What follows belongs to an exercise in optimizing a design on an open flow for small area; a production flow would make more cautious choices. The RTL was checked by simulation tests, not by an equivalence proof against the original design.

==> flow/design.v (outline; a module is shown in full before it is edited, if it fits) <==
// module ResonantLowPassFilter: 2302 lines
// module rlpf_fa: 4 lines
// module rlpf_ha: 4 lines
// module rlpf_xnor: 3 lines
// module rlpf_or: 3 lines
module ResonantLowPassFilter(
    input clk,
    input signed [15:0] audio_in,
    input signed [15:0] cutoff,
    input signed [15:0] resonance,
    input signed [15:0] gain,
    input reset_n,
    output reg signed [15:0] filtered_audio
);
  // ...
==> flow/flow/run.sh <==
#!/bin/bash
# The standard layout, with the smallest buffer on the ports, upsized
# synthesis cells downsized after floorplan, and a clock tree without dummy
# loads.
set -euo pipefail
bash standard.sh \
  "BUFFER_PORTS_ARGS=-buffer_cell sky130_fd_sc_hd__buf_1" \
  "POST_FLOORPLAN_TCL=$PWD/flow/downsize.tcl" \
  "CTS_ARGS=-sink_clustering_enable -repair_clock_nets -dont_use_dummy_load -buf_list {sky130_fd_sc_hd__clkbuf_8 sky130_fd_sc_hd__clkbuf_16}" \
  finish > standard_flow.log 2>&1
==> flow/flow/downsize.tcl <==
# After floorplan: give every combinational cell that synthesis upsized the
# smallest drive strength of its kind; the later repair steps upsize again
# wherever slew, capacitance or timing needs it.
set db [ord::get_db]
set n 0
foreach inst [[ord::get_db_block] getInsts] {
  set name [[$inst getMaster] getName]
  if {![regexp {^(sky130_fd_sc_hd__[a-z0-9]+)_([0-9]+)$} $name -> base size]} { continue }
  if {$size <= 1} { continue }
  if {[regexp {__(df|dl|sdf|edf|clk|tap|fill|decap|conb|buf|lpflow|probe)} $base]} { continue }
  foreach s {0 1} {
    set m [$db findMaster ${base}_$s]
    if {$m != "NULL" && $m != ""} {
      $inst swapMaster $m
      incr n
      break
    }
  }
}
puts "downsize.tcl: downsized $n cells"
==> flow/standard.sh <==
#!/bin/bash
# synth_recipe.tcl (not shown) runs the flow's synth.tcl, then flattens the netlist and writes it again
# the make line also repeats each setting of config.mk as NAME=value (left out here)
make -C /OpenROAD-flow-scripts/flow DESIGN_CONFIG=/design/flow/config.mk WORK_HOME=/design/flow/orfs CLKGATE_MAP_FILE= SYNTH_SCRIPT=/design/flow/synth_recipe.tcl "${@:-finish}"
==> flow/config.mk <==
export PLATFORM = sky130hd
export DESIGN_NAME = ResonantLowPassFilter
export DESIGN_NICKNAME = ResonantLowPassFilter
export VERILOG_FILES = /design/flow/design.v
export SDC_FILE = /design/flow/constraint.sdc
export NUM_CORES = 4
export LEC_CHECK = 0
export ABC_AREA = 1
export CAP_MARGIN = 20
export CORE_MARGIN = 2
export CORE_UTILIZATION = 60
export SLEW_MARGIN = 20
export SYNTH_HIERARCHICAL = 1
==> flow/constraint.sdc <==
create_clock -name core_clock -period 7.0 [get_ports {clk}]
set_input_delay 1.4000 -clock core_clock [delete_from_list [all_inputs] [get_ports {clk}]]
set_output_delay 1.4000 -clock core_clock [all_outputs]
set_load 0.01 [all_outputs]
==> metrics.cfg, run 1 <==
[synth]
synthTopCellsByCount = 265 x xor2_1, 237 x o22ai_1, 189 x fa_1, 149 x nand2_1, 132 x inv_1
ys_ff_latch = 96
yosysSeqAreaShare_pct = 16.3
async_reset_ff_share_pct = 66.7
netlist_instances = 1524
synth_area_leaders = fa_1 27%, xor2_1 17%, o22ai_1 11%, ha_1 9.2%, dfrtp_1 8.6%
ys_types = 47

[route]
ant_nets = 0
first_iter_violations = 1230
dr_wl_met2_um = 17000
top_layer = met4

[layout]
largestClassByArea = multi-input combinational cells
multi_input_area_share_pct = 72.8
stdcell_area_um2 = 14600

[outcome]
status = finished clean

[timing]
setup_violations = 0
timing_hold_violations_final = 0
rsz0062_at_grt = false
whs_ps = 337

[die]
dieArea_um2 = 24400
rows = 55

[worst_hold_path]
hold_path_class = flop to flop

[grt]
met2_usage_pct = 49.7
gr-total-overflow = 0

[cts]
ctsHoldBuffers = 0
post-cts-setup-buffers = 0
cts_buffers = 9

[critical_path]
slowest_stage = fa_1
arrival_ps = 6660

==> inputs of run 2 (changes only) <==
--- a/flow/flow/run.sh
+++ b/flow/flow/run.sh
@@ -8,3 +8,3 @@
   "POST_FLOORPLAN_TCL=$PWD/flow/downsize.tcl" \
-  "CTS_ARGS=-sink_clustering_enable -repair_clock_nets -dont_use_dummy_load -buf_list {sky130_fd_sc_hd__clkbuf_8 sky130_fd_sc_hd__clkbuf_16}" \
+  "CTS_ARGS=-sink_clustering_enable -repair_clock_nets -dont_use_dummy_load -buf_list {sky130_fd_sc_hd__clkbuf_4 sky130_fd_sc_hd__clkbuf_8}" \
   finish > standard_flow.log 2>&1
--- a/flow/config.mk
+++ b/flow/config.mk
@@ -10,3 +10,4 @@
 export CORE_MARGIN = 2
-export CORE_UTILIZATION = 60
+export CORE_UTILIZATION = 70
+export PLACE_DENSITY_LB_ADDON = 0.2
 export SLEW_MARGIN = 20
==> run 2 against run 1 <==
  * Core utilization rose by 10 points
  * Clock-buffer cell count did not move
  * Largest cell class unchanged
  * First-iteration DRC count rose by 15%
  * Final cell count fell by 1.2%
  * Final area fell by 0.80%
  * Setup slack got worse by 23 ps
  * Global-route usage rose by 4.1 points
==> metrics.cfg, run 2 <==
[outcome]
status = finished clean

[cts]
clockBufferDepth = 2
post-cts-setup-buffers = 0  ; unchanged
clockRootBuffer = clkbuf_8
clock_sinks = 96
cts_htree_levels = 3
worstSkewPairLatency_ps = 390
cts_tree = done
cts_buffers = 9  ; unchanged
clk_pin_slew_ps = 100

[grt]
grt_pass1_vias = 12050
grt_max_degree = 65
grt_usage_pct = 35.3
grt_pass1_wl_um = 59900
grt_antenna_before_repair = 0
gr-total-overflow = 0  ; unchanged

[synth]
ys_types = 47  ; unchanged
ys_ff_latch = 96  ; unchanged
yosysSeqAreaShare_pct = 16.3  ; unchanged
synth-main-ff-cell = dfrtp_1
syn-num-nets = 1881
synth_area_leaders = fa_1 27%, xor2_1 17%, o22ai_1 11%, ha_1 9.2%, dfrtp_1 8.6%
syn_area_um2 = 13900
synth_edf_count = 0
async_reset_ff_share_pct = 66.7  ; unchanged
yosysTopAreaCellShare_pct = 27.2
synthTopCellsByCount = 265 x xor2_1, 237 x o22ai_1, 189 x fa_1, 149 x nand2_1, 132 x inv_1
synth_most_common_cell = xor2_1
netlist_instances = 1524  ; unchanged
yosysWarningCount = 7
synth_top_area_cell = fa_1
syn_area_per_cell_um2 = 9.13

[layout]
antenna_cells = 0
num-fill-cells = 1439
fin_cells = 1804
fin_nets = 1898
drive_gt1_share_pct = 5.00
final_common_cell = xor2_1
stdcell_area_um2 = 14500  ; -0.80%
final_cell_mix = 266 x xor2_1, 237 x o22ai_1, 189 x fa_1
area_delta_synth_final_pct = 4.24

[critical_path]
crit_path_end_kind = flop
critPathKind = flop to flop
cp_max_fo = 20
start_kind = flop
arrival_ps = 6760  ; +100 ps
cp_data_required_time_ps = 7280

[route]
via_per_inst = 6.52
drt-pass1-iter-count = 8
route.detailed.drc = 0
wire_per_inst_um = 19.9
first_iter_violations = 1420  ; +15%
totalWireLength_um = 35900
ant_nets = 0  ; unchanged
num_vias = 11758

[timing]
final-max-slew-violation-count = 0
fin_skew_ps = 36.0
period_share_pct = 92.7
fin_crit_ps = 6490
setup_ws_ps = 514
relSlewSlack_pct = 45.1
setup_violations = 0  ; unchanged
tns_ps = 0
rsz0062_at_grt = false
max_freq_ghz = 0.154
worst_pin_slew_ps = 823
timing_hold_violations_final = 0  ; unchanged

[die]
coreArea_um2 = 19500
die_w_um = 145
rows = 51  ; -7.3%
dieArea_um2 = 21000  ; -14%
num_io_pins = 82
die_y_um = 145
initial_core_util_pct = 71.5

[placement]
place_congestion = 0.939
placed_cells = 1795
placed_cell_area_um2 = 14400
port_buffers = 80
place_hpwl_um = 26800
pre_cts_ws_ps = 165

[flow_run]
maxCapViolations = 0

[worst_hold_path]
hold_path_class = flop to flop

[run 2: changes by cell type in the layout (fill, tap and decap cells not counted), moves of 2 or more]
cell	before	now
clkbuf_16	9	0
clkbuf_8	0	9
nand2_1	154	152
nand2_2	0	2
[run 2: cell type report]
cell class / instances / area (um2) / area share (%)
clock buffers: 9 / 124 / 0.854
multi-input cells: 1177 / 10700 / 73.5
repair buffers: 121 / 609 / 4.20
flip-flops and latches: 96 / 2260 / 15.6
inverters: 136 / 510 / 3.52
well taps: 265 / 332 / 2.28
[run 2: per-module statistics from Yosys, one instance, submodules excluded]
module	cells inside	times used	flops+latches
rlpf_ha	1	71	0
rlpf_fa	1	189	0
ResonantLowPassFilter	1264	1	96
[run 2: path summary, 6_finish.rpt]
| check | start | depth (start not counted) | endpoint | slack [ps] |
|---|---|---|---|---|
| setup / recovery | state[9]$_DFF_PN0_ | 24 | sum_reg[6]$_DFF_PN0_ | 510 |
| hold reg to reg | sum_reg[6]$_DFF_PN0_ | 0 | filtered_audio[6]$_DFF_PN0_ | 320 |
| max in group asynchronous | reset_n | 2 | state[3]$_DFF_PN0_ | 5220 |
| hold / removal | sum_reg[6]$_DFF_PN0_ | 0 | filtered_audio[6]$_DFF_PN0_ | 320 |
| setup reg to reg | state[9]$_DFF_PN0_ | 24 | sum_reg[6]$_DFF_PN0_ | 510 |
| min in group asynchronous | reset_n | 2 | sum_reg[13]$_DFF_PN0_ | 1180 |
[run 2: routing by layer]
layer / part of all wire (%) / wire length (um) / vias up / track usage (%)
met5: 0 / 0 / - / 0
met4: 4.4 / 1570 / 0 / 14.1
met2: 47 / 16900 / 742 / 56.8
li1: - / - / 5146 / -
met3: 9.1 / 3270 / 172 / 6.07
met1: 39 / 14200 / 5698 / 47.9
[run 2: critical path: stages, from the launching register on]
cell,delay (ps)
dfrtp_1,380
buf_4,300
inv_1,150
o21ai_2,410
buf_4,370
o22ai_1,130
xor2_1,200
fa_1,510
fa_1,400
fa_1,510
fa_1,420
ha_1,350
a21oi_1,210
o21bai_1,80
a221oi_1,280
nand2_1,170
nand2_1,100
nand2_1,70
nand2_1,70
nand2_1,50
ha_1,170
nor2_1,140
xor2_1,330
nand2_1,400
o21ai_0,190
[run 2: timing repair]
item                       4_1_cts  5_1_grt
setup endpoints to repair        0       11
hold endpoints to repair         0        0
hold buffers                     0        0
gates resized for setup          0        6
[run 2: cells by family (layout without fill, tap and decap cells)]
| logic type | Yosys count | in the layout | synth area share [%] |
|---|---|---|---|
| AND/OR/NAND/NOR | 275 | 275 | 8.39 |
| flip-flops | 96 | 96 | 16.3 |
| XOR/XNOR | 272 | 272 | 17.2 |
| AO/OA/AOI/OAI | 339 | 339 | 14.8 |
| adder cells (fa/ha/maj) | 291 | 291 | 36.3 |
| buffers and inverters | 251 | 266 | 6.99 |
[run 2: metrics by stage]
step                hold WS [ps]  utilization [%]
CTS                          323             74.5
floorplan                    331                -
global placement             334             73.8
finish                       325             74.6
detailed placement           336             73.8
global route                 331             74.6
==> inputs of run 3 (changes only) <==
--- a/flow/config.mk
+++ b/flow/config.mk
@@ -11,3 +11,2 @@
 export CORE_UTILIZATION = 70
-export PLACE_DENSITY_LB_ADDON = 0.2
 export SLEW_MARGIN = 20
==> run 3 against run 2 <==
  * Still clean
  * Critical path depth is 2 higher
  * Final cell count hardly changed
  * Global-route usage is 0.52 points lower
  * Sequential share of layout area hardly changed
  * Hold slack improved by 25 ps
  * Largest cell class unchanged
  * Highest routed layer unchanged
==> metrics.cfg, run 3 <==
[outcome]
status = finished clean

[placement]
port_buffers = 80  ; unchanged
place_hpwl_um = 27100  ; +1.1%
place_congestion = 0.915  ; -2.6%

[timing]
worst_pin_slew_ps = 855  ; +31.7 ps
period_share_pct = 92.8  ; +0.17 points
rsz0062_at_grt = false
fin_skew_ps = 33.2  ; -2.77 ps
fin_crit_ps = 6500  ; +11.6 ps
relSlewSlack_pct = 43.0  ; -2.1 points
max_freq_ghz = 0.154  ; -0.18%
tns_ps = 0  ; unchanged
timing_hold_violations_final = 0  ; unchanged
setup_violations = 0  ; unchanged
final-max-slew-violation-count = 0  ; unchanged

[critical_path]
slowest_stage = fa_1
crit_path_end_kind = flop
critPathKind = flop to flop
cp_top_family = adder cells
cp_max_fo = 18  ; -10%
crit_buf_inv = 3  ; unchanged
arrival_ps = 6730  ; -30 ps
start_kind = flop
cp_data_required_time_ps = 7230  ; -50 ps
cpPeakStageDelay_ps = 530  ; +20 ps
crit_top_cell = nand2_1

[die]
coreArea_um2 = 19500  ; unchanged
dieArea_um2 = 21000  ; unchanged
num_io_pins = 82  ; unchanged
initial_core_util_pct = 71.5  ; unchanged
rows = 51  ; unchanged
die_w_um = 145  ; unchanged
die_y_um = 145  ; unchanged

[flow_run]
maxCapViolations = 0  ; unchanged

[layout]
antenna_cells = 0  ; unchanged
postLayoutCoreUtil_pct = 74.5  ; about the same
drive_gt1_share_pct = 4.94  ; -0.068 points
final_common_cell = xor2_1
area_delta_synth_final_pct = 4.17  ; about the same
fin_nets = 1899  ; +0.053%
final_cell_mix = 266 x xor2_1, 237 x o22ai_1, 189 x fa_1

[grt]
grt_pass1_vias = 11569  ; -4.0%
grt_antenna_before_repair = 0  ; unchanged
grt_usage_pct = 34.7  ; -0.52 points
gr-total-overflow = 0  ; unchanged
grt_pass1_wl_um = 58900  ; -1.8%
grt_max_degree = 65  ; unchanged

[route]
totalWireLength_um = 35500  ; -1.2%
num_vias = 11496  ; -2.2%
drt-pass1-iter-count = 7  ; -1
first_iter_violations = 1088  ; -23%
met3_length_um = 3080  ; -6.0%
wl_met1_um = 14200  ; +0.46%
via_per_inst = 6.37  ; -2.3%
wire_per_inst_um = 19.6  ; -1.3%
top_layer = met4
ant_nets = 0  ; unchanged
dr_wl_met2_um = 16900  ; about the same
route.detailed.drc = 0  ; unchanged

[synth]
syn-num-nets = 1881  ; unchanged
ys_ff_latch = 96  ; unchanged
synth-main-ff-cell = dfrtp_1
async_reset_ff_share_pct = 66.7  ; unchanged
syn_area_um2 = 13900  ; unchanged
synth_area_leaders = fa_1 27%, xor2_1 17%, o22ai_1 11%, ha_1 9.2%, dfrtp_1 8.6%
yosysTopAreaCellShare_pct = 27.2  ; unchanged
netlist_instances = 1524  ; unchanged
syn_area_per_cell_um2 = 9.13  ; unchanged
synth_most_common_cell = xor2_1
synth_edf_count = 0  ; unchanged
synth_top_area_cell = fa_1
yosysWarningCount = 7  ; unchanged
yosysSeqAreaShare_pct = 16.3  ; unchanged
synthTopCellsByCount = 265 x xor2_1, 237 x o22ai_1, 189 x fa_1, 149 x nand2_1, 132 x inv_1
ys_types = 47  ; unchanged

[cts]
clockRootBuffer = clkbuf_8
post-cts-setup-buffers = 0  ; unchanged
cts_tree = done
cts_htree_levels = 3  ; unchanged
worstSkewPairLatency_ps = 390  ; about the same
clock_sinks = 96  ; unchanged
clockBufferDepth = 2  ; unchanged
clk_pin_slew_ps = 100  ; about the same
cts_buffers = 9  ; unchanged

[worst_hold_path]
hold_path_class = flop to flop

run 3: layer usage:
layer	GRT usage (%)	up-vias
li1	-	5158
met1	48.2	5609
met2	55.5	603
met3	6.54	126
met4	11.6	0
met5	0	-
run 3: worst reg2reg max path, stage by stage (launching register included):
cell and delay, ps:
dfrtp_1 400, buf_4 320, nand2_1 110, nand2_1 390, buf_4 250, o22ai_1 100, xor2_1 200, fa_1 440
fa_1 450, fa_1 530, fa_1 390, ha_1 360, a21oi_1 240, o21ai_0 180, a221oi_1 280, nand2_1 170
nand2_1 90, nand2_1 70, nand2_1 70, nand2_1 50, ha_1 170, nor2_1 130, xor2_1 120, nor2_2 380
inv_1 280, nand2_1 130, nand2_1 50
run 3: Yosys stat by module (local to each module, per instance):
| module | copies in the design | cells inside | flip-flops and latches |
|---|---|---|---|
| rlpf_fa | 189 | 1 | 0 |
| rlpf_ha | 71 | 1 | 0 |
| ResonantLowPassFilter | 1 | 1264 | 96 |
run 3: cell type report:
cell class              instances  area (um2)
well taps                     265         332
flip-flops and latches         96        2260
clock buffers                   9         124
inverters                     136         510
fillers                      1539        4960
multi-input cells            1177       10700
repair buffers                122         617
run 3: final timing paths:
kind,startpoint,end,slack (ps),cells after the start
setup / recovery,state[7]$_DFF_PN0_,sum_reg[5]$_DFF_PN0_,500,26
max in group asynchronous,reset_n,state[9]$_DFF_PN0_,5200,2
setup reg to reg,state[7]$_DFF_PN0_,sum_reg[5]$_DFF_PN0_,500,26
hold / removal,sum_reg[12]$_DFF_PN0_,filtered_audio[12]$_DFF_PN0_,350,0
min in group asynchronous,reset_n,filtered_audio[8]$_DFF_PN0_,1190,2
hold reg to reg,sum_reg[12]$_DFF_PN0_,filtered_audio[12]$_DFF_PN0_,350,0
run 3: stage by stage:
step                hold WS, ps  cells  cell area [um2]  worst slack, ps
finish                      350   1805            14500              502
CTS                         349   1805            14500              341
global route                358   1805            14500              144
detailed placement          335   1796            14400              286
floorplan                   331   1524            13900             1270
global placement            331   1796            14400              393
run 3: repair_timing:
action / in CTS / in global routing
hold buffers: 0 / 0
hold endpoints to repair: 0 / 0
gates resized for setup: 0 / 1
endpoints found under the setup margin: 0 / 7
run 3: cell families after synthesis:
| group | after synthesis | share of synthesized area [%] |
|---|---|---|
| flops | 96 | 16.3 |
| buf+inv | 251 | 6.99 |
| fa+ha+maj | 291 | 36.3 |
| xor+xnor | 272 | 17.2 |
| compound gates | 339 | 14.8 |
| simple gates | 275 | 8.39 |
==> inputs of run 4 (changes only) <==
--- a/flow/config.mk
+++ b/flow/config.mk
@@ -10,3 +10,3 @@
 export CORE_MARGIN = 2
-export CORE_UTILIZATION = 70
+export CORE_UTILIZATION = 80
 export SLEW_MARGIN = 20
==> run 4 against run 3 <==
  * Still clean
  * Clock-buffer cell count unchanged
  * Sequential cell count unchanged
  * Synthesized cell count unchanged
  * Highest routed layer unchanged
==> metrics.cfg, run 4 <==
[worst_hold_path]
hold_path_class = flop to flop
hold_start = sum_reg[11]$_DFF_PN0_

[synth]
synth_area_leaders = fa_1 27%, xor2_1 17%, o22ai_1 11%, ha_1 9.2%, dfrtp_1 8.6%
synth_top_area_cell = fa_1
synthTopCellsByCount = 265 x xor2_1, 237 x o22ai_1, 189 x fa_1, 149 x nand2_1, 132 x inv_1
syn_area_per_cell_um2 = 9.13  ; unchanged
syn-num-nets = 1881  ; unchanged
syn_area_um2 = 13900  ; unchanged
yosysSeqAreaShare_pct = 16.3  ; unchanged
yosysWarningCount = 7  ; unchanged
netlist_instances = 1524  ; unchanged
synth_edf_count = 0  ; unchanged
synth_most_common_cell = xor2_1
async_reset_ff_share_pct = 66.7  ; unchanged
ys_ff_latch = 96  ; unchanged
ys_types = 47  ; unchanged
yosysTopAreaCellShare_pct = 27.2  ; unchanged
synth-main-ff-cell = dfrtp_1

[critical_path]
cpPeakStageDelay_ps = 570  ; +40 ps
critPathKind = flop to flop
cp_top_family = adder cells
crit_path_end_kind = flop
cp_data_required_time_ps = 7240  ; about the same
arrival_ps = 6790  ; +60 ps
rr_startpoint = state[13]$_DFF_PN0_
cp_max_fo = 17  ; -1
start_kind = flop
crit_top_cell = nand2_1
crit_start = state[13]$_DFF_PN0_
slowest_stage = fa_1
crit_buf_inv = 3  ; unchanged

[grt]
grt_antenna_before_repair = 0  ; unchanged
grt_usage_pct = 41.2  ; +6.5 points
grt_pass1_vias = 12241  ; +5.8%
grt_pass1_wl_um = 59300  ; +0.70%
grt_max_degree = 65  ; unchanged
gr-total-overflow = 0  ; unchanged

[cts]
ctsHoldBuffers = 0  ; unchanged
worstSkewPairLatency_ps = 410  ; +20 ps
clockBufferDepth = 2  ; unchanged
clk_pin_slew_ps = 110  ; about the same
cts_htree_levels = 3  ; unchanged
post-cts-setup-buffers = 0  ; unchanged
clockRootBuffer = clkbuf_8
clock_sinks = 96  ; unchanged
cts_tree = done
cts_buffers = 9  ; unchanged
ctsResizeCount = 0  ; unchanged

[die]
die_w_um = 136  ; -6.3%
dieArea_um2 = 18500  ; -12%
rows = 48  ; -5.9%
initial_core_util_pct = 81.0  ; +9.5 points
die_y_um = 136  ; -6.3%
num_io_pins = 82  ; unchanged
coreArea_um2 = 17200  ; -12%

[placement]
place_congestion = 0.959  ; +4.9%
placed_cell_area_um2 = 14300  ; -0.46%
place_hpwl_um = 27700  ; +2.5%
port_buffers = 80  ; unchanged

[timing]
final-max-slew-violation-count = 0  ; unchanged
setup_violations = 0  ; unchanged
rsz0062_at_grt = true
relSlewSlack_pct = 42.1  ; -0.89 points
worst_pin_slew_ps = 868  ; +13.4 ps
period_share_pct = 93.6  ; +0.74 points
fin_skew_ps = 42.7  ; +9.48 ps
fin_crit_ps = 6550  ; +51.8 ps
timing_hold_violations_final = 0  ; unchanged
whs_ps = 340  ; -10.2 ps
max_freq_ghz = 0.153  ; -0.79%
tns_ps = 0  ; unchanged

[layout]
drive_gt1_share_pct = 4.81  ; -0.12 points
final_common_cell = xor2_1
area_delta_synth_final_pct = 3.77
fin_nets = 1897  ; -0.11%
final_cell_mix = 266 x xor2_1, 237 x o22ai_1, 189 x fa_1
antenna_cells = 0  ; unchanged
stdcell_area_um2 = 14400  ; -0.39%

[route]
wire_per_inst_um = 21.1  ; +7.2%
num_vias = 11931  ; +3.8%
totalWireLength_um = 37100  ; +4.7%
route.detailed.drc = 0  ; unchanged
via_per_inst = 6.77  ; +6.3%
ant_nets = 0  ; unchanged
first_iter_violations = 1488  ; +37%
drt-pass1-iter-count = 6  ; -1

[flow_run]
maxCapViolations = 0  ; unchanged

[outcome]
status = finished clean

[run 4: cell counts after synthesis]
Identical to the previous run, type by type.
[run 4: kinds of logic (layout without fill, tap and decap cells)]
family	count (synthesis)	count (layout)	share of synthesized area (%)
AO/OA/AOI/OAI	339	339	14.8
XOR/XNOR	272	272	17.2
adder cells (fa/ha/maj)	291	291	36.3
buffers and inverters	251	265	6.99
flip-flops	96	96	16.3
AND/OR/NAND/NOR	275	275	8.39
[run 4: area by class of cell]
class / count / area, um2
Sequential cell: 96 / 2260
Timing Repair Buffer: 120 / 602
Clock buffer: 9 / 124
Inverter: 136 / 510
Multi-Input combinational cell: 1177 / 10700
Tap cell: 225 / 282
Fill cell: 1058 / 2730
[run 4: layer usage]
metal / GRT usage (%) / vias up / share of wire (%)
met1: 53.5 / 5798 / 38
met5: 0 / - / 0
met4: 19.4 / 0 / 4.2
li1: - / 5148 / -
met2: 67.2 / 819 / 48
met3: 7.76 / 166 / 9.4
[run 4: path summary, 6_finish.rpt]
path                       slack (ps)  cells past startpoint                      endpoint
hold reg to reg                   340                      0  filtered_audio[11]$_DFF_PN0_
max in group asynchronous        5200                      2            state[2]$_DFF_PN0_
setup / recovery                  450                     26          sum_reg[7]$_DFF_PN0_
setup reg to reg                  450                     26          sum_reg[7]$_DFF_PN0_
hold / removal                    340                      0  filtered_audio[11]$_DFF_PN0_
min in group asynchronous        1180                      2   filtered_audio[8]$_DFF_PN0_
[run 4: modules after synthesis (local to each module, per instance)]
module,flops+latches,cells inside
rlpf_fa,0,1
rlpf_ha,0,1
ResonantLowPassFilter,96,1264
[run 4: through the flow]
stage          worst slack [ps]  utilization [%]  instances
3_3_place_gp                366             83.3       1754
2_1_floorplan              1270                -       1524
6_report                    451             84.1       1763
5_1_grt                   -11.7             84.1       1763
3_5_place_dp                169             83.3       1754
4_1_cts                     116             84.0       1763
==> inputs of run 5 (changes only) <==
--- a/flow/flow/run.sh
+++ b/flow/flow/run.sh
@@ -8,2 +8,3 @@
   "POST_FLOORPLAN_TCL=$PWD/flow/downsize.tcl" \
+  "POST_RESIZE_TCL=$PWD/flow/bufdown.tcl" \
   "CTS_ARGS=-sink_clustering_enable -repair_clock_nets -dont_use_dummy_load -buf_list {sky130_fd_sc_hd__clkbuf_4 sky130_fd_sc_hd__clkbuf_8}" \
==> flow/flow/bufdown.tcl (new file) <==
# After the placement repair: try the smallest buffer in place of each
# buffer that repair inserted, then repair slew and capacitance again.
set db [ord::get_db]
set b1 [$db findMaster sky130_fd_sc_hd__buf_1]
set n 0
foreach inst [[ord::get_db_block] getInsts] {
  set name [[$inst getMaster] getName]
  if {[string match "place*" [$inst getName]] && [regexp {^sky130_fd_sc_hd__buf_[2-9]} $name]} {
    $inst swapMaster $b1
    incr n
  }
}
puts "bufdown.tcl: downsized $n buffers"
estimate_parasitics -placement
repair_design -slew_margin 20 -cap_margin 20
--- a/flow/config.mk
+++ b/flow/config.mk
@@ -10,3 +10,3 @@
 export CORE_MARGIN = 2
-export CORE_UTILIZATION = 80
+export CORE_UTILIZATION = 70
 export SLEW_MARGIN = 20
==> run 5 against run 4 <==
  * Clock-buffer cell count did not move
  * Via count down 3.8%
  * Sequential share of layout area barely moved
  * Final cell count is 2.6% higher
  * Highest routed layer unchanged
  * Critical path type unchanged
  * Maximum frequency down 1.0%
  * Clock skew shrank 20 ps
  * Sequential cell count unchanged
  * Hold slack better by 4.6 ps
  * Core utilization down 9.7 points
  * Die area grew 14%
==> metrics.cfg, run 5 <==
[die]
dieArea_um2 = 21000  ; +14%
die_w_um = 145  ; +6.7%
rows = 51  ; +6.3%
initial_core_util_pct = 71.5  ; -9.5 points
die_y_um = 145  ; +6.7%
coreArea_um2 = 19500  ; +13%
num_io_pins = 82  ; unchanged

[route]
via_per_inst = 6.35  ; -6.2%
ant_nets = 0  ; unchanged
route.detailed.drc = 0  ; unchanged
wire_per_inst_um = 19.7  ; -6.7%
totalWireLength_um = 35500  ; -4.3%
first_iter_violations = 1130  ; -24%
num_vias = 11476  ; -3.8%
drt-pass1-iter-count = 5  ; -1

[grt]
grt_max_degree = 52  ; -20%
grt_pass1_vias = 11499  ; -6.1%
grt_pass1_wl_um = 58300  ; -1.8%
grt_usage_pct = 34.6  ; -6.6 points
gr-total-overflow = 0  ; unchanged
grt_antenna_before_repair = 0  ; unchanged

[synth]
synth-main-ff-cell = dfrtp_1
synth_area_leaders = fa_1 27%, xor2_1 17%, o22ai_1 11%, ha_1 9.2%, dfrtp_1 8.6%
synth_top_area_cell = fa_1
syn_area_um2 = 13900  ; unchanged
async_reset_ff_share_pct = 66.7  ; unchanged
ys_ff_latch = 96  ; unchanged
yosysSeqAreaShare_pct = 16.3  ; unchanged
netlist_instances = 1524  ; unchanged
ys_types = 47  ; unchanged
synth_most_common_cell = xor2_1
yosysTopAreaCellShare_pct = 27.2  ; unchanged
synth_edf_count = 0  ; unchanged
synthTopCellsByCount = 265 x xor2_1, 237 x o22ai_1, 189 x fa_1, 149 x nand2_1, 132 x inv_1
yosysWarningCount = 7  ; unchanged
syn_area_per_cell_um2 = 9.13  ; unchanged
syn-num-nets = 1881  ; unchanged

[cts]
clock_sinks = 96  ; unchanged
post-cts-setup-buffers = 0  ; unchanged
clockBufferDepth = 2  ; unchanged
clk_pin_slew_ps = 100  ; about the same
clockRootBuffer = clkbuf_8
cts_tree = done
worstSkewPairLatency_ps = 400  ; about the same
ctsHoldBuffers = 0  ; unchanged
cts_buffers = 9  ; unchanged
cts_htree_levels = 3  ; unchanged

[timing]
fin_skew_ps = 22.4  ; -20.3 ps
timing_hold_violations_final = 0  ; unchanged
setup_ws_ps = 382  ; -68.5 ps
whs_ps = 345  ; +4.60 ps
rsz0062_at_grt = true
worst_pin_slew_ps = 1110  ; +245 ps
period_share_pct = 94.5  ; +0.98 points
fin_crit_ps = 6620  ; +68.5 ps
max_freq_ghz = 0.151  ; -1.0%
final-max-slew-violation-count = 0  ; unchanged
setup_violations = 0  ; unchanged
relSlewSlack_pct = 25.7  ; -16 points
tns_ps = 0  ; unchanged

[critical_path]
start_kind = flop
cp_max_fo = 17  ; unchanged
arrival_ps = 6930  ; +140 ps
critPathKind = flop to flop
crit_chain = nor2_1, inv_1, nand2_1, buf_1, buf_1, o22ai_1, xor2_1, fa_1, fa_1, fa_1, fa_1, ha_1, a21oi_1, nor2_1, a211oi_1, o221a_1, nand2_1, nand2_1, nand2_1, ha_1, nor2_1, xor2_1
cp_data_required_time_ps = 7310  ; +70 ps
cpPeakStageDelay_ps = 730  ; +160 ps
slowest_stage = buf_1
crit_path_end_kind = flop

[worst_hold_path]
hold_path_class = flop to flop

[layout]
fin_nets = 1902  ; +0.26%
antenna_cells = 0  ; unchanged
final_common_cell = xor2_1
drive_gt1_share_pct = 3.76  ; -1.1 points
area_delta_synth_final_pct = 3.97
final_cell_mix = 266 x xor2_1, 237 x o22ai_1, 189 x fa_1
num-fill-cells = 1513  ; +43%

[placement]
pre_cts_ws_ps = -538  ; -707 ps
place_congestion = 0.915  ; -4.7%
place_hpwl_um = 27200  ; -2.1%
port_buffers = 80  ; unchanged

[outcome]
status = finished clean

[flow_run]
maxCapViolations = 0  ; unchanged

==> run 5: cell counts after synthesis <==
No cell type changed its count.
==> run 5: worst paths after layout <==
check / start / endpoint / slack [ps] / cells after the start
min in group asynchronous: reset_n / filtered_audio[8]$_DFF_PN0_ / 970 / 2
setup reg to reg: state[9]$_DFF_PN0_ / nfeedback[14]$_DFF_PN1_ / 380 / 22
hold reg to reg: sum_reg[9]$_DFF_PN0_ / filtered_audio[9]$_DFF_PN0_ / 340 / 0
hold / removal: sum_reg[9]$_DFF_PN0_ / filtered_audio[9]$_DFF_PN0_ / 340 / 0
setup / recovery: state[9]$_DFF_PN0_ / nfeedback[14]$_DFF_PN1_ / 380 / 22
max in group asynchronous: reset_n / nfeedback[0]$_DFF_PN1_ / 5460 / 3
==> run 5: timing repair <==
item,4_1_cts,5_1_grt
cloned,0,0
setup endpoints to repair,15,22
resized for setup,7,18
pin swaps,0,0
==> run 5: stage by stage <==
stage | cell area, um2 | instances | utilization, %
2_1_floorplan | 13900 | 1524 | -
3_3_place_gp | 14400 | 1796 | 73.9
3_5_place_dp | 14300 | 1799 | 73.5
4_1_cts | 14500 | 1808 | 74.3
5_1_grt | 14500 | 1808 | 74.4
6_report | 14500 | 1808 | 74.4
==> run 5: metal layers <==
| metal | global-route usage, % | vias up | part of all wire (%) |
|---|---|---|---|
| met1 | 47.7 | 5568 | 40 |
| met3 | 6.35 | 126 | 8.5 |
| li1 | - | 5169 | - |
| met5 | 0 | - | 0 |
| met2 | 54.9 | 613 | 47 |
| met4 | 13.3 | 0 | 3.9 |
==> run 5: layout make-up <==
class	count	area, um2	area share [%]
tap	265	332	2.29
sequential	96	2260	15.6
clock buffer	9	124	0.856
inverter	136	510	3.53
timing repair buffer	125	579	4.00
multi-input combinational	1177	10700	73.7
==> run 5: cells by family (layout without fill, tap and decap cells) <==
kind of cell               count (synthesis)  count (layout)  share of synthesized area [%]
AOI/OAI and AO/OA                        339             339                           14.8
and+or+nand+nor                          275             275                           8.39
buffers and inverters                    251             270                           6.99
xor gates and xnor gates                 272             272                           17.2
adders and majority gates                291             291                           36.3
DFF                                       96              96                           16.3
==> run 5: Yosys stat by module, one instance, submodules excluded <==
module                 flops+latches  cell area (um2)  cells inside  times used
rlpf_fa                            0             20.0             1         189
ResonantLowPassFilter             96             9250          1264           1
rlpf_ha                            0             12.5             1          71
==> run 5: worst max-delay path: cells and delay by family (launching register included) <==
| family | cells | cell delay, ps |
|---|---|---|
| compound gates | 4 | 980 |
| xor+xnor | 2 | 420 |
| fa+ha+maj | 6 | 2440 |
| buf+inv | 3 | 1190 |
| flops | 1 | 460 |
| simple gates | 7 | 1060 |
==> inputs of run 6 (changes only) <==
--- a/flow/flow/run.sh
+++ b/flow/flow/run.sh
@@ -1,7 +1,11 @@
 #!/bin/bash
-# The standard layout, with the smallest buffer on the ports, upsized
-# synthesis cells downsized after floorplan, and a clock tree without dummy
-# loads.
+# The standard layout, with: the standard flow's synthesis but a stronger ABC area
+# script; the smallest buffer on the ports; upsized synthesis cells
+# downsized after floorplan; buffers from placement repair retried at the
+# smallest size; a clock tree without dummy loads.
 set -euo pipefail
+export FLOW_WORK=$PWD
+export FLOW_ABC_SCRIPT=$PWD/flow/abc_area2.script
 bash standard.sh \
+  "SYNTH_SCRIPT=$PWD/flow/synth.tcl" \
   "BUFFER_PORTS_ARGS=-buffer_cell sky130_fd_sc_hd__buf_1" \
==> flow/flow/abc_area2.script (new file) <==
strash
&get -n
&st
&dch
&nf -R 1000
&put
strash
dch -f
map -a
topo
==> flow/flow/synth.tcl (new file) <==
# The standard flow's own synthesis script (synth_recipe.tcl, sourced unchanged), with
# Yosys's abc call given a stronger area script (abc_area2.script).
proc abc {args} {
  set i [lsearch -exact $args -script]
  if {$i >= 0} { set args [lreplace $args [expr {$i + 1}] [expr {$i + 1}] $::env(FLOW_ABC_SCRIPT)] }
  yosys abc {*}$args
}
source $::env(FLOW_WORK)/synth_recipe.tcl
==> run 6 against run 5 <==
  * Synthesized area decreased by 5.8%
  * Sequential cell count is the same
  * Largest cell class unchanged
  * Still clean
  * First-iteration DRC count increased by 14%
  * Sequential share of layout area rose by 0.18 points
==> metrics.cfg, run 6 <==
[outcome]
status = finished clean

[synth]
synth_area_leaders = fa_1 29%, xor2_1 18%, o22ai_1 11%, ha_1 9.7%, dfrtp_1 9.2%
yosysSeqAreaShare_pct = 17.3  ; +1.0 points
syn-num-nets = 1682  ; -11%
synth_most_common_cell = xor2_1
yosysWarningCount = 7  ; unchanged
synth_top_area_cell = fa_1
synth-main-ff-cell = dfrtp_1
ys_ff_latch = 96  ; unchanged
async_reset_ff_share_pct = 66.7  ; unchanged
synth_edf_count = 0  ; unchanged
syn_area_per_cell_um2 = 9.90  ; +8.4%
syn_area_um2 = 13100  ; -5.8%
ys_types = 34  ; -28%
yosysTopAreaCellShare_pct = 28.9  ; +1.7 points
synthTopCellsByCount = 270 x xor2_1, 236 x o22ai_1, 189 x fa_1, 121 x clkinv_1, 102 x ha_1
netlist_instances = 1325  ; -13%

[route]
wl_met1_um = 13800  ; -3.6%
top_layer = met4
met3_length_um = 3080  ; +2.1%
route.detailed.drc = 0  ; unchanged
totalWireLength_um = 36000  ; +1.3%
via_per_inst = 6.65  ; +4.8%
drt-pass1-iter-count = 6  ; +1
dr_wl_met2_um = 17300  ; +2.6%
wire_per_inst_um = 21.0  ; +7.0%
num_vias = 11388  ; -0.77%
ant_nets = 0  ; unchanged
first_iter_violations = 1290  ; +14%

[grt]
grt_pass1_vias = 11743  ; +2.1%
grt_usage_pct = 37.7  ; +3.1 points
grt_pass1_wl_um = 58800  ; +0.85%
grt_antenna_before_repair = 0  ; unchanged
gr-total-overflow = 0  ; unchanged
grt_max_degree = 36  ; -31%

[placement]
port_buffers = 80  ; unchanged
place_congestion = 0.957  ; +4.6%
place_hpwl_um = 27300  ; +0.48%

[cts]
cts_buffers = 9  ; unchanged
clockBufferDepth = 2  ; unchanged
clock_sinks = 96  ; unchanged
clockRootBuffer = clkbuf_8
clk_pin_slew_ps = 120  ; +20 ps
ctsHoldBuffers = 0  ; unchanged
worstSkewPairLatency_ps = 400  ; about the same
cts_htree_levels = 3  ; unchanged
cts_tree = done

[die]
die_y_um = 141  ; -2.9%
initial_core_util_pct = 70.8  ; -0.71 points
dieArea_um2 = 19800  ; -5.6%
coreArea_um2 = 18500  ; -4.9%
num_io_pins = 82  ; unchanged
rows = 50  ; -2.0%
die_w_um = 141  ; -2.9%

[layout]
antenna_cells = 0  ; unchanged
final_common_cell = xor2_1
num-fill-cells = 1350  ; -11%
regArea_um2 = 2270  ; +0.39%
postLayoutCoreUtil_pct = 77.6  ; +3.2 points
final_cell_mix = 270 x xor2_1, 236 x o22ai_1, 189 x fa_1
drive_gt1_share_pct = 6.16  ; +2.4 points
area_delta_synth_final_pct = 9.54
multi_input_area_um2 = 10500  ; -1.6%
fin_nets = 1837  ; -3.4%

[timing]
relSlewSlack_pct = 22.2  ; -3.5 points
setup_violations = 0  ; unchanged
worst_pin_slew_ps = 1170  ; +52.7 ps
timing_hold_violations_final = 0  ; unchanged
final-max-slew-violation-count = 0  ; unchanged
fin_crit_ps = 6740  ; +119 ps
max_freq_ghz = 0.148  ; -1.8%
fin_skew_ps = 40.9  ; +18.5 ps
period_share_pct = 96.2  ; +1.7 points

[critical_path]
cpPeakStageDelay_ps = 630  ; -100 ps
crit_start = state[15]$_DFF_PN0_
cp_top_family = adder cells
start_kind = flop
slowest_stage = clkbuf_2
cp_max_fo = 27  ; +10
crit_top_cell = fa_1
crit_buf_inv = 2  ; -1
arrival_ps = 7070  ; +140 ps
crit_path_end_kind = flop
critPathKind = flop to flop
rr_startpoint = state[15]$_DFF_PN0_
crit_chain = clkinv_1, o21ai_2, clkbuf_2, o22ai_1, xor2_1, fa_1, fa_1, fa_1, fa_1, ha_1, a21oi_1, nor3_1, a211oi_1, nor2_1, a2111o_1, a31oi_1, o21ai_0, nand3_1, nand2_1, ha_1, nor2_1, xor2_1
cp_data_required_time_ps = 7330  ; +20 ps

[flow_run]
maxCapViolations = 0  ; unchanged

[worst_hold_path]
hold_start = sum_reg[2]$_DFF_PN0_
hold_path_class = flop to flop

[run 6: cell families after synthesis]
logic type / synth area share (%)
xor+xnor: 18.2
fa+ha+maj: 38.7
simple gates: 6.36
compound gates: 16.0
buf+inv: 3.46
flops: 17.3
[run 6: final cells by class]
class / instances / area share, %
clock buffer: 9 / 0.862
inverter: 121 / 3.19
multi-input combinational: 1108 / 73.1
sequential: 96 / 15.8
tap: 234 / 2.04
timing repair buffer: 144 / 5.02
[run 6: worst paths after layout]
path                                                to  cells after the start  slack, ps
max reg2reg                    nfeedback[14]$_DFF_PN1_                     22        260
max                            nfeedback[14]$_DFF_PN1_                     22        260
max in group asynchronous       nfeedback[1]$_DFF_PN1_                      3       5320
min reg2reg                filtered_audio[2]$_DFF_PN0_                      0        350
min                        filtered_audio[2]$_DFF_PN0_                      0        350
min in group asynchronous        sum_reg[13]$_DFF_PN0_                      2       1040
[run 6: timing repair]
item,4_1_cts,5_1_grt
setup endpoints to repair,20,21
pin swaps,0,2
setup buffers,0,3
gates resized for setup,21,41
[run 6: through the flow]
step / std cells / hold WS (ps) / worst slack, ps / setup TNS (ps) / instance area [um2]
finish: 1712 / 352 / 263 / 0 / 14400
global route: 1712 / 357 / -26.6 / -28.3 / 14400
CTS: 1711 / 355 / 104 / 0 / 14200
detailed placement: 1702 / 335 / -1120 / -16400 / 14100
global placement: 1696 / 333 / 368 / 0 / 14200
floorplan: 1325 / 331 / 1.49 / 0 / 13200
[run 6: Yosys stat by module (local to each module, per instance)]
| module | flops+latches | cells inside | times used |
|---|---|---|---|
| rlpf_fa | 0 | 1 | 189 |
| ResonantLowPassFilter | 96 | 1065 | 1 |
| rlpf_ha | 0 | 1 | 71 |
[run 6: routing by layer]
layer,vias to the layer above,GRT usage (%)
li1,4989,-
met1,5562,50.5
met2,679,60.5
met3,158,6.28
met4,0,18.2
met5,-,0
==> inputs of run 7 (changes only) <==
--- a/flow/flow/run.sh
+++ b/flow/flow/run.sh
@@ -3,4 +3,3 @@
 # script; the smallest buffer on the ports; upsized synthesis cells
-# downsized after floorplan; buffers from placement repair retried at the
-# smallest size; a clock tree without dummy loads.
+# downsized after floorplan; a clock tree without dummy loads.
 set -euo pipefail
@@ -12,3 +11,2 @@
   "POST_FLOORPLAN_TCL=$PWD/flow/downsize.tcl" \
-  "POST_RESIZE_TCL=$PWD/flow/bufdown.tcl" \
   "CTS_ARGS=-sink_clustering_enable -repair_clock_nets -dont_use_dummy_load -buf_list {sky130_fd_sc_hd__clkbuf_4 sky130_fd_sc_hd__clkbuf_8}" \
==> flow/flow/abc_area2.script (replaced) <==
strash
&get -n
&st
&dch
&nf -R 1000
&put
removed: flow/flow/bufdown.tcl
==> run 7 against run 6 <==
  * Global-route usage fell by 1.3 points
  * Die area rose by 1.5%
  * Wire length fell by 2.5%
  * Maximum frequency rose by 3.2%
  * Non-clock buffer count fell by 9
  * Critical path type unchanged
==> metrics.cfg, run 7 <==
[synth]
yosysSeqAreaShare_pct = 17.0  ; -0.26 points
synth_most_common_cell = a22oi_1
synth_edf_count = 0  ; unchanged
ys_types = 39  ; +15%
synth_top_area_cell = fa_1
syn_area_per_cell_um2 = 10.6  ; +7.0%
synthTopCellsByCount = 239 x a22oi_1, 228 x xnor2_1, 189 x fa_1, 102 x ha_1, 75 x nand2_1
yosysTopAreaCellShare_pct = 28.4  ; -0.44 points
synth_area_leaders = fa_1 28%, xnor2_1 15%, a22oi_1 13%, ha_1 9.6%, dfrtp_1 9.0%
async_reset_ff_share_pct = 66.7  ; unchanged
syn_area_um2 = 13300  ; +1.5%
syn-num-nets = 1615  ; -4.0%
yosysWarningCount = 7  ; unchanged
synth-main-ff-cell = dfrtp_1
netlist_instances = 1258  ; -5.1%
ys_ff_latch = 96  ; unchanged

[timing]
final-max-slew-violation-count = 0  ; unchanged
whs_ps = 346  ; -6.17 ps
setup_violations = 0  ; unchanged
relSlewSlack_pct = 41.8  ; +20 points
rsz0062_at_grt = false
worst_pin_slew_ps = 872  ; -294 ps
period_share_pct = 93.2  ; -3.0 points
fin_skew_ps = 29.5  ; -11.4 ps
fin_crit_ps = 6530  ; -211 ps
setup_ws_ps = 474  ; +211 ps
timing_hold_violations_final = 0  ; unchanged
tns_ps = 0  ; unchanged
max_freq_ghz = 0.153  ; +3.2%

[cts]
worstSkewPairLatency_ps = 390  ; about the same
clock_sinks = 96  ; unchanged
clk_pin_slew_ps = 100  ; -20 ps
cts_htree_levels = 3  ; unchanged
clockBufferDepth = 2  ; unchanged
cts_tree = done
cts_buffers = 9  ; unchanged
clockRootBuffer = clkbuf_8
ctsHoldBuffers = 0  ; unchanged

[layout]
final_common_cell = a22oi_1
fin_cells = 1636  ; -4.4%
area_delta_synth_final_pct = 9.49  ; about the same
drive_gt1_share_pct = 7.56  ; +1.4 points
antenna_cells = 0  ; unchanged
final_cell_mix = 239 x a22oi_1, 228 x xnor2_1, 189 x fa_1
fin_nets = 1761  ; -4.1%

[worst_hold_path]
min_path_cells = 0  ; unchanged
hold_path_class = flop to flop

[die]
dieArea_um2 = 20100  ; +1.5%
rows = 50  ; unchanged
die_w_um = 142  ; +0.75%
num_io_pins = 82  ; unchanged
coreArea_um2 = 18700  ; +1.0%
initial_core_util_pct = 71.2  ; +0.37 points
die_y_um = 142  ; +0.75%

[flow_run]
maxCapViolations = 0  ; unchanged

[grt]
grt_antenna_before_repair = 0  ; unchanged
grt_pass1_wl_um = 57500  ; -2.1%
grt_usage_pct = 36.4  ; -1.3 points
grt_pass1_vias = 11360  ; -3.3%
gr-total-overflow = 0  ; unchanged
grt_max_degree = 65  ; +81%

[route]
num_vias = 11028  ; -3.2%
totalWireLength_um = 35100  ; -2.5%
route.detailed.drc = 0  ; unchanged
first_iter_violations = 1203  ; -6.7%
wire_per_inst_um = 21.5  ; +2.0%
drt-pass1-iter-count = 6  ; unchanged
ant_nets = 0  ; unchanged
via_per_inst = 6.74  ; +1.3%

[critical_path]
cp_max_fo = 19  ; -30%
cp_num_cells = 25  ; +14%
crit_top_cell = nand2_1
slowest_stage = fa_1
crit_buf_inv = 2  ; unchanged
crit_path_end_kind = flop
cp_top_family = adder cells
r2r_cells = 25  ; +14%
critPathKind = flop to flop
cp_data_required_time_ps = 7320  ; about the same
start_kind = flop
cpPeakStageDelay_ps = 530  ; -100 ps
arrival_ps = 6840  ; -230 ps

[outcome]
status = finished clean

[placement]
port_buffers = 80  ; unchanged
place_hpwl_um = 26300  ; -3.8%
placed_cells = 1627  ; -4.4%
pre_cts_ws_ps = 283  ; +1400 ps
place_congestion = 0.942  ; -1.6%

[run 7: changes by cell type in the layout (fill, tap and decap cells not counted), sizes merged, moves of 21 or more]
| cell | delta |
|---|---|
| o22ai | -228 |
| nor2 | -30 |
| a22oi | +234 |
| xor2 | -215 |
| clkinv | -77 |
| xnor2 | +225 |
| o21ai | +21 |
[run 7: worst reg2reg max path, stage by stage, from the launching register on]
cell      delay [ps]
dfrtp_2          400
buf_4            330
nand2_1          150
o21ai_4          320
a22oi_1          140
xnor2_1          220
fa_1             460
fa_1             480
fa_1             530
fa_1             420
ha_1             310
o21ai_0          120
a21oi_1           70
nor3_1           490
o41ai_1          220
buf_4            180
nand2_1           50
o211ai_1         150
nand3_1          130
nand2_1           60
ha_1             180
nor2_1           180
xor2_2           310
xor2_2           370
nand2_1          100
nand2_1           80
[run 7: metrics by stage]
step                utilization (%)  instance area, um2
floorplan                         -               13400
global placement               77.1               14400
detailed placement             77.1               14400
CTS                            77.7               14500
global route                   77.9               14600
finish                         77.9               14600
[run 7: cell type report]
cell class	instances	area (um2)
flip-flops and latches	96	2270
clock buffers	9	124
inverters	43	161
well taps	234	293
multi-input cells	1119	11000
repair buffers	135	714
fillers	1338	4130
[run 7: what timing repair did]
| action | 4_1_cts | 5_1_grt |
|---|---|---|
| resized for setup | 0 | 6 |
| buffers inserted | 0 | 0 |
| setup endpoints to repair | 0 | 15 |
[run 7: routing by layer]
layer / global-route usage [%] / part of all wire, % / vias to the layer above
met5: 0 / 0 / -
met4: 11.5 / 2.7 / 0
met3: 6.99 / 8.9 / 98
met2: 60.9 / 49 / 626
met1: 48.5 / 39 / 5474
li1: - / - / 4830
[run 7: cells by family (layout without fill, tap and decap cells)]
logic type / count (synthesis) / count (layout) / synth area share [%]
AOI/OAI and AO/OA: 357 / 357 / 18.6
DFF: 96 / 96 / 17.0
xor gates and xnor gates: 283 / 283 / 18.6
muxes: 2 / 2 / 0.169
adders and majority gates: 293 / 293 / 38.1
buffers and inverters: 43 / 187 / 1.21
and+or+nand+nor: 184 / 184 / 6.23
[run 7: Yosys stat by module, one instance, submodules excluded]
module | flip-flops and latches | times used | area (um2) | cells inside
ResonantLowPassFilter | 96 | 1 | 8640 | 998
rlpf_fa | 0 | 189 | 20.0 | 1
rlpf_ha | 0 | 71 | 12.5 | 1
[run 7: path summary, 6_finish.rpt]
kind	slack (ps)	endpoint	startpoint
max	470	sum_reg[9]$_DFF_PN0_	state[5]$_DFF_PN0_
min	350	filtered_audio[13]$_DFF_PN0_	sum_reg[13]$_DFF_PN0_
max reg2reg	470	sum_reg[9]$_DFF_PN0_	state[5]$_DFF_PN0_
min reg2reg	350	filtered_audio[13]$_DFF_PN0_	sum_reg[13]$_DFF_PN0_
max in group asynchronous	5220	state[7]$_DFF_PN0_	reset_n
min in group asynchronous	1170	filtered_audio[8]$_DFF_PN0_	reset_n
==> inputs of run 8 (changes only) <==
==> flow/flow/abc_area2.script (replaced) <==
strash
&get -n
&st
&dch
&nf -R 1000
&put
strash
dch -f
map -a
topo
==> run 8 against run 7 <==
  * Critical endpoint is now sum_reg[0]$_DFF_PN0_
  * Clock-buffer cell count is the same
  * Global-route usage rose by 1.6 points
  * Largest cell class unchanged
  * Still clean
  * Core utilization decreased by 0.30 points
  * Synthesized cell count is 5.3% higher
  * Register-to-register slack hardly changed
  * Critical path type unchanged
==> metrics.cfg, run 8 <==
[layout]
final_common_cell = xor2_1
multi_input_area_um2 = 10500  ; -4.9%
antenna_cells = 0  ; unchanged
fin_nets = 1834  ; +4.1%
drive_gt1_share_pct = 7.66  ; +0.10 points
stdcell_area_um2 = 14400  ; -1.4%
regArea_um2 = 2270  ; unchanged
area_delta_synth_final_pct = 9.64
postLayoutCoreUtil_pct = 77.6  ; -0.30 points
num-fill-cells = 1312  ; -1.9%
final_cell_mix = 270 x xor2_1, 235 x o22ai_1, 189 x fa_1

[cts]
cts_buffers = 9  ; unchanged
cts_htree_levels = 3  ; unchanged
clockRootBuffer = clkbuf_8
clockBufferDepth = 2  ; unchanged
clock_sinks = 96  ; unchanged
cts_tree = done
clk_pin_slew_ps = 80  ; -20 ps
worstSkewPairLatency_ps = 410  ; +20 ps

[timing]
period_share_pct = 93.4  ; +0.19 points
max_freq_ghz = 0.153  ; -0.20%
worst_pin_slew_ps = 841  ; -30.8 ps
tns_ps = 0  ; unchanged
setup_violations = 0  ; unchanged
setup_ws_ps = 461  ; -13.0 ps
final-max-slew-violation-count = 0  ; unchanged
timing_hold_violations_final = 0  ; unchanged
relSlewSlack_pct = 43.9  ; +2.1 points
fin_crit_ps = 6540  ; +13.0 ps
fin_skew_ps = 37.1  ; +7.68 ps

[critical_path]
cp_max_fo = 21  ; +2
cp_top_family = adder cells
critPathKind = flop to flop
arrival_ps = 6830  ; about the same
crit_path_end_kind = flop
slowest_stage = fa_1
crit_buf_inv = 5  ; +3
cpPeakStageDelay_ps = 550  ; +20 ps
start_kind = flop
cp_data_required_time_ps = 7290  ; -30 ps
crit_top_cell = fa_1

[synth]
synth_area_leaders = fa_1 29%, xor2_1 18%, o22ai_1 11%, ha_1 9.7%, dfrtp_1 9.2%
yosysSeqAreaShare_pct = 17.3  ; +0.26 points
async_reset_ff_share_pct = 66.7  ; unchanged
yosysWarningCount = 7  ; unchanged
ys_types = 34  ; -13%
syn-num-nets = 1682  ; +4.1%
yosysTopAreaCellShare_pct = 28.9  ; +0.44 points
synth-main-ff-cell = dfrtp_1
synth_edf_count = 0  ; unchanged
synth_top_area_cell = fa_1
synthTopCellsByCount = 270 x xor2_1, 236 x o22ai_1, 189 x fa_1, 121 x clkinv_1, 102 x ha_1
netlist_instances = 1325  ; +5.3%
syn_area_um2 = 13100  ; -1.5%
ys_ff_latch = 96  ; unchanged
synth_most_common_cell = xor2_1
syn_area_per_cell_um2 = 9.90  ; -6.5%

[die]
coreArea_um2 = 18500  ; -1.0%
initial_core_util_pct = 70.8  ; -0.37 points
rows = 50  ; unchanged
dieArea_um2 = 19800  ; -1.5%
die_w_um = 141  ; -0.74%
die_y_um = 141  ; -0.74%
num_io_pins = 82  ; unchanged

[route]
num_vias = 11458  ; +3.9%
wire_per_inst_um = 21.4  ; -0.29%
drt-pass1-iter-count = 7  ; +1
first_iter_violations = 1276  ; +6.1%
route.detailed.drc = 0  ; unchanged
ant_nets = 0  ; unchanged
totalWireLength_um = 36600  ; +4.2%
via_per_inst = 6.70  ; -0.54%

[grt]
grt_pass1_wl_um = 59100  ; +2.7%
gr-total-overflow = 0  ; unchanged
grt_antenna_before_repair = 0  ; unchanged
grt_max_degree = 65  ; unchanged
grt_usage_pct = 38.0  ; +1.6 points
grt_pass1_vias = 11892  ; +4.7%

[outcome]
status = finished clean

[placement]
pre_cts_ws_ps = 23.6  ; -259 ps
port_buffers = 80  ; unchanged
place_congestion = 0.957  ; +1.6%
placed_cell_area_um2 = 14200  ; -1.7%
place_hpwl_um = 27100  ; +3.1%

[flow_run]
maxCapViolations = 0  ; unchanged

[worst_hold_path]
hold_path_class = flop to flop

==> run 8: timing repair <==
item                                    4_1_cts  5_1_grt
endpoints found under the setup margin        1       15
buffers inserted                              0        4
gates resized for setup                       1       14
hold buffers                                  0        0
pin swaps                                     0        1
==> run 8: metal layers <==
metal / part of all wire (%) / GRT usage (%) / vias up / wire [um]
li1: - / - / 4971 / -
met1: 38 / 49.6 / 5615 / 14000
met2: 47 / 60.9 / 691 / 17200
met3: 8.8 / 7.64 / 181 / 3230
met4: 5.6 / 19.6 / 0 / 2030
met5: 0 / 0 / - / 0
==> run 8: final timing paths <==
path | from | to | slack [ps] | cells past startpoint
max in group asynchronous | reset_n | state[1]$_DFF_PN0_ | 5210 | 2
worst max-delay path | state[7]$_DFF_PN0_ | sum_reg[0]$_DFF_PN0_ | 460 | 27
worst min register to register | sum_reg[4]$_DFF_PN0_ | filtered_audio[4]$_DFF_PN0_ | 350 | 0
min in group asynchronous | reset_n | filtered_audio[15]$_DFF_PN0_ | 1170 | 2
worst min-delay path | sum_reg[4]$_DFF_PN0_ | filtered_audio[4]$_DFF_PN0_ | 350 | 0
worst max register to register | state[7]$_DFF_PN0_ | sum_reg[0]$_DFF_PN0_ | 460 | 27
==> run 8: logic make-up (layout without fill, tap and decap cells) <==
family                     after synthesis  count (layout)  synth area share, %
and+or+nand+nor                        203             203                 6.36
buffers and inverters                  121             271                 3.46
xor gates and xnor gates               273             273                 18.2
AOI/OAI and AO/OA                      339             339                 16.0
DFF                                     96              96                 17.3
adders and majority gates              293             293                 38.7
==> run 8: per-stage QoR <==
step | instances | hold slack (ps)
floorplan | 1325 | 331
global placement | 1696 | 333
detailed placement | 1696 | 335
CTS | 1705 | 352
global route | 1709 | 358
finish | 1709 | 351
==> run 8: per-module statistics from Yosys, one instance, submodules excluded <==
module	cell area, um2	times used	flip-flops and latches
rlpf_fa	20.0	189	0
rlpf_ha	12.5	71	0
ResonantLowPassFilter	8440	1	96
==> run 8: layout make-up <==
type	instances	share of cell area, %
multi-input cells	1108	72.9
flip-flops and latches	96	15.8
repair buffers	141	5.28
inverters	121	3.16
well taps	234	2.04
clock buffers	9	0.862
==> inputs of run 9 (changes only) <==
--- a/flow/config.mk
+++ b/flow/config.mk
@@ -10,3 +10,3 @@
 export CORE_MARGIN = 2
-export CORE_UTILIZATION = 70
+export CORE_UTILIZATION = 80
 export SLEW_MARGIN = 20
==> run 9 against run 8 <==
  * Hold slack gained 5.6 ps
  * Critical endpoint is now nfeedback[14]$_DFF_PN1_
  * Final area down 0.27%
  * Die area down 12%
==> metrics.cfg, run 9 <==
[outcome]
status = finished clean

[synth]
synth_area_leaders = fa_1 29%, xor2_1 18%, o22ai_1 11%, ha_1 9.7%, dfrtp_1 9.2%
ys_types = 34  ; unchanged
synth_most_common_cell = xor2_1
synth_top_area_cell = fa_1
netlist_instances = 1325  ; unchanged
syn-num-nets = 1682  ; unchanged
async_reset_ff_share_pct = 66.7  ; unchanged
yosysWarningCount = 7  ; unchanged
ys_ff_latch = 96  ; unchanged
syn_area_per_cell_um2 = 9.90  ; unchanged
synth_edf_count = 0  ; unchanged
synth-main-ff-cell = dfrtp_1
synthTopCellsByCount = 270 x xor2_1, 236 x o22ai_1, 189 x fa_1, 121 x clkinv_1, 102 x ha_1
yosysSeqAreaShare_pct = 17.3  ; unchanged
syn_area_um2 = 13100  ; unchanged
yosysTopAreaCellShare_pct = 28.9  ; unchanged

[timing]
worst_pin_slew_ps = 860  ; +19.3 ps
setup_ws_ps = 254  ; -208 ps
tns_ps = 0  ; unchanged
period_share_pct = 96.4  ; +3.0 points
fin_skew_ps = 31.8  ; -5.30 ps
max_freq_ghz = 0.148  ; -3.1%
timing_hold_violations_final = 0  ; unchanged
relSlewSlack_pct = 42.6  ; -1.3 points
fin_crit_ps = 6750  ; +208 ps
setup_violations = 0  ; unchanged

[route]
totalWireLength_um = 39400  ; +7.8%
wire_per_inst_um = 23.4  ; +9.5%
route.detailed.drc = 0  ; unchanged
num_vias = 12239  ; +6.8%
drt-pass1-iter-count = 9  ; +2
first_iter_violations = 2328  ; +82%
ant_nets = 0  ; unchanged
via_per_inst = 7.28  ; +8.5%

[die]
initial_core_util_pct = 82.3  ; +11 points
num_io_pins = 82  ; unchanged
die_w_um = 132  ; -6.3%
coreArea_um2 = 15900  ; -14%
rows = 46  ; -8.0%
die_y_um = 132  ; -6.3%
dieArea_um2 = 17400  ; -12%

[cts]
clock_sinks = 96  ; unchanged
worstSkewPairLatency_ps = 420  ; about the same
clockBufferDepth = 2  ; unchanged
cts_htree_levels = 3  ; unchanged
clk_pin_slew_ps = 120  ; +40 ps
clockRootBuffer = clkbuf_8
cts_tree = done
ctsHoldBuffers = 0  ; unchanged
cts_buffers = 9  ; unchanged

[grt]
grt_pass1_vias = 12439  ; +4.6%
grt_antenna_before_repair = 0  ; unchanged
grt_max_degree = 65  ; unchanged
grt_usage_pct = 45.8  ; +7.8 points
grt_pass1_wl_um = 62700  ; +6.0%
gr-total-overflow = 0  ; unchanged

[critical_path]
crit_buf_inv = 3  ; -2
reg2reg_to = nfeedback[14]$_DFF_PN1_
rr_startpoint = state[13]$_DFF_PN0_
crit_path_end_kind = flop
r2r_cells = 24  ; -11%
critPathKind = flop to flop
cp_top_family = adder cells
start_kind = flop
cp_max_fo = 25  ; +19%
slowest_stage = dfrtp_4
cpPeakStageDelay_ps = 620  ; +70 ps
cp_num_cells = 24  ; -11%
r2r_setup_slack_ps = 250  ; -210 ps
cp_data_required_time_ps = 7340  ; +50 ps
arrival_ps = 7090  ; +260 ps
crit_top_cell = fa_1

[placement]
placed_cells = 1672  ; -1.4%
port_buffers = 80  ; unchanged
placed_cell_area_um2 = 14100  ; -0.48%
place_hpwl_um = 28100  ; +3.7%
place_congestion = 0.962  ; +0.60%

[layout]
stdcell_area_um2 = 14300  ; -0.27%
regArea_um2 = 2280  ; +0.22%
multi_input_area_um2 = 10500  ; +0.22%
final_cell_mix = 270 x xor2_1, 236 x o22ai_1, 189 x fa_1
drive_gt1_share_pct = 7.16  ; -0.50 points
fin_cells = 1682  ; -1.6%
num-fill-cells = 732  ; -44%
final_common_cell = xor2_1
fin_nets = 1825  ; -0.49%
area_delta_synth_final_pct = 9.34

[worst_hold_path]
min_path_cells = 0  ; unchanged
hold_path_class = flop to flop
hold_start = sum_reg[5]$_DFF_PN0_
min_to = filtered_audio[5]$_DFF_PN0_

[flow_run]
maxCapViolations = 0  ; unchanged

[run 9: cell counts after synthesis]
Identical to the previous run, type by type.
[run 9: stage by stage]
stage                     hold slack (ps)  utilization, %
after floorplan                       331               -
after global placement                333            88.4
after detailed placement              335            88.4
after CTS                             358            89.3
after global routing                  359            89.9
final                                 356            89.9
[run 9: kinds of logic after synthesis]
group                    synth area share, %
adder cells (fa/ha/maj)                 38.7
buffers and inverters                   3.46
XOR/XNOR                                18.2
flip-flops                              17.3
AO/OA/AOI/OAI                           16.0
AND/OR/NAND/NOR                         6.36
[run 9: worst register-to-register path, cell delays in order (launching register included)]
cell      delay [ps]
dfrtp_4          620
clkinv_1         130
buf_4            240
nand2_1          100
o21ai_2          210
buf_4            430
o22ai_1          160
xor2_1           230
fa_1             480
fa_1             460
fa_1             580
fa_1             440
ha_1             360
a21oi_1          300
nor3_1            90
a211oi_1         330
nor2_1            80
a2111o_1         300
a31oi_1          290
o21ai_0          180
nand3_1           90
nand2_1           90
ha_1             190
nor2_1           120
xor2_1           190
[run 9: repair_timing]
item,in CTS,in global routing
buffers inserted,0,1
setup endpoints to repair,8,16
gates resized for setup,4,21
pin swaps,0,1
[run 9: worst max-delay path by stage]
stage,start,to,slack (ps)
final,state[13]$_DFF_PN0_,nfeedback[14]$_DFF_PN1_,250
after CTS,state[11]$_DFF_PN0_,sum_reg[0]$_DFF_PN0_,90
after floorplan,state[5]$_DFF_PN0_,sum_reg[0]$_DFF_PN0_,1
after detailed placement,gain[2],sum_reg[14]$_DFF_PN0_,20
after global placement,gain[2],sum_reg[0]$_DFF_PN0_,390
after global routing,state[7]$_DFF_PN0_,sum_reg[0]$_DFF_PN0_,-70
[run 9: cell type report]
cell class / count / area share, %
multi-input cells: 1108 / 73.2
flip-flops and latches: 96 / 15.9
repair buffers: 132 / 4.99
well taps: 216 / 1.88
clock buffers: 9 / 0.864
inverters: 121 / 3.17
[run 9: modules after synthesis, one instance, submodules excluded]
module,flip-flops and latches,cells,times used
rlpf_ha,0,1,71
ResonantLowPassFilter,96,1065,1
rlpf_fa,0,1,189
[run 9: routing by layer]
layer	vias to the layer above	wire length [um]	global-route usage, %
li1	4961	-	-
met2	1156	18100	72.8
met5	-	0	0
met1	5777	13200	57.9
met4	0	3120	26.8
met3	345	5000	10.6

==> what the ideal ports hide <==
No port has a modelled driver above. Below, the same layouts with a new extraction and two added sets of constraints. Step 1 sets driving cells, clkbuf_16 on the clock port and buf_2 on the other inputs (assumed; they add their load-dependent delay and slew). Step 2 adds t to the input delays and takes it off the output delays; t is the mean of the earliest and latest rising clock arrival at the registers after step 1. Input paths then give back, and output paths get back, about the clock's delay inside the block. Slacks: ideal ports / drivers / drivers and shift; pairs: ideal ports / drivers.
| run | t, ns | setup slack, ns | worst setup path after step 2 | latest minus earliest clock arrival (ns) | worst register clock-pin slew, ns |
|---|---|---|---|---|---|
| run 1 | 0.401 | 0.537 / 0.537 / 0.439 | input to register | 0.026 / 0.026 | 0.08 / 0.08 |
| run 2 | 0.417 | 0.514 / 0.514 / 0.514 | register to register | 0.036 / 0.036 | 0.11 / 0.11 |
| run 3 | 0.419 | 0.502 / 0.502 / 0.485 | input to register | 0.034 / 0.034 | 0.11 / 0.11 |
| run 4 | 0.427 | 0.451 / 0.451 / 0.440 | input to register | 0.043 / 0.043 | 0.12 / 0.12 |
| run 5 | 0.430 | 0.382 / 0.382 / 0.382 | register to register | 0.024 / 0.023 | 0.11 / 0.11 |
| run 6 | 0.421 | 0.263 / 0.263 / 0.263 | register to register | 0.042 / 0.041 | 0.12 / 0.12 |
| run 7 | 0.418 | 0.474 / 0.474 / 0.474 | register to register | 0.030 / 0.029 | 0.10 / 0.10 |
| run 8 | 0.430 | 0.461 / 0.461 / 0.461 | register to register | 0.037 / 0.037 | 0.12 / 0.12 |
| run 9 | 0.435 | 0.254 / 0.254 / 0.254 | register to register | 0.043 / 0.044 | 0.12 / 0.12 |
After both steps setup and hold are still met in every run listed. The setup slack of run 1, which loses most, moves by 0.000 ns with the drivers and by -0.098 ns with both steps.
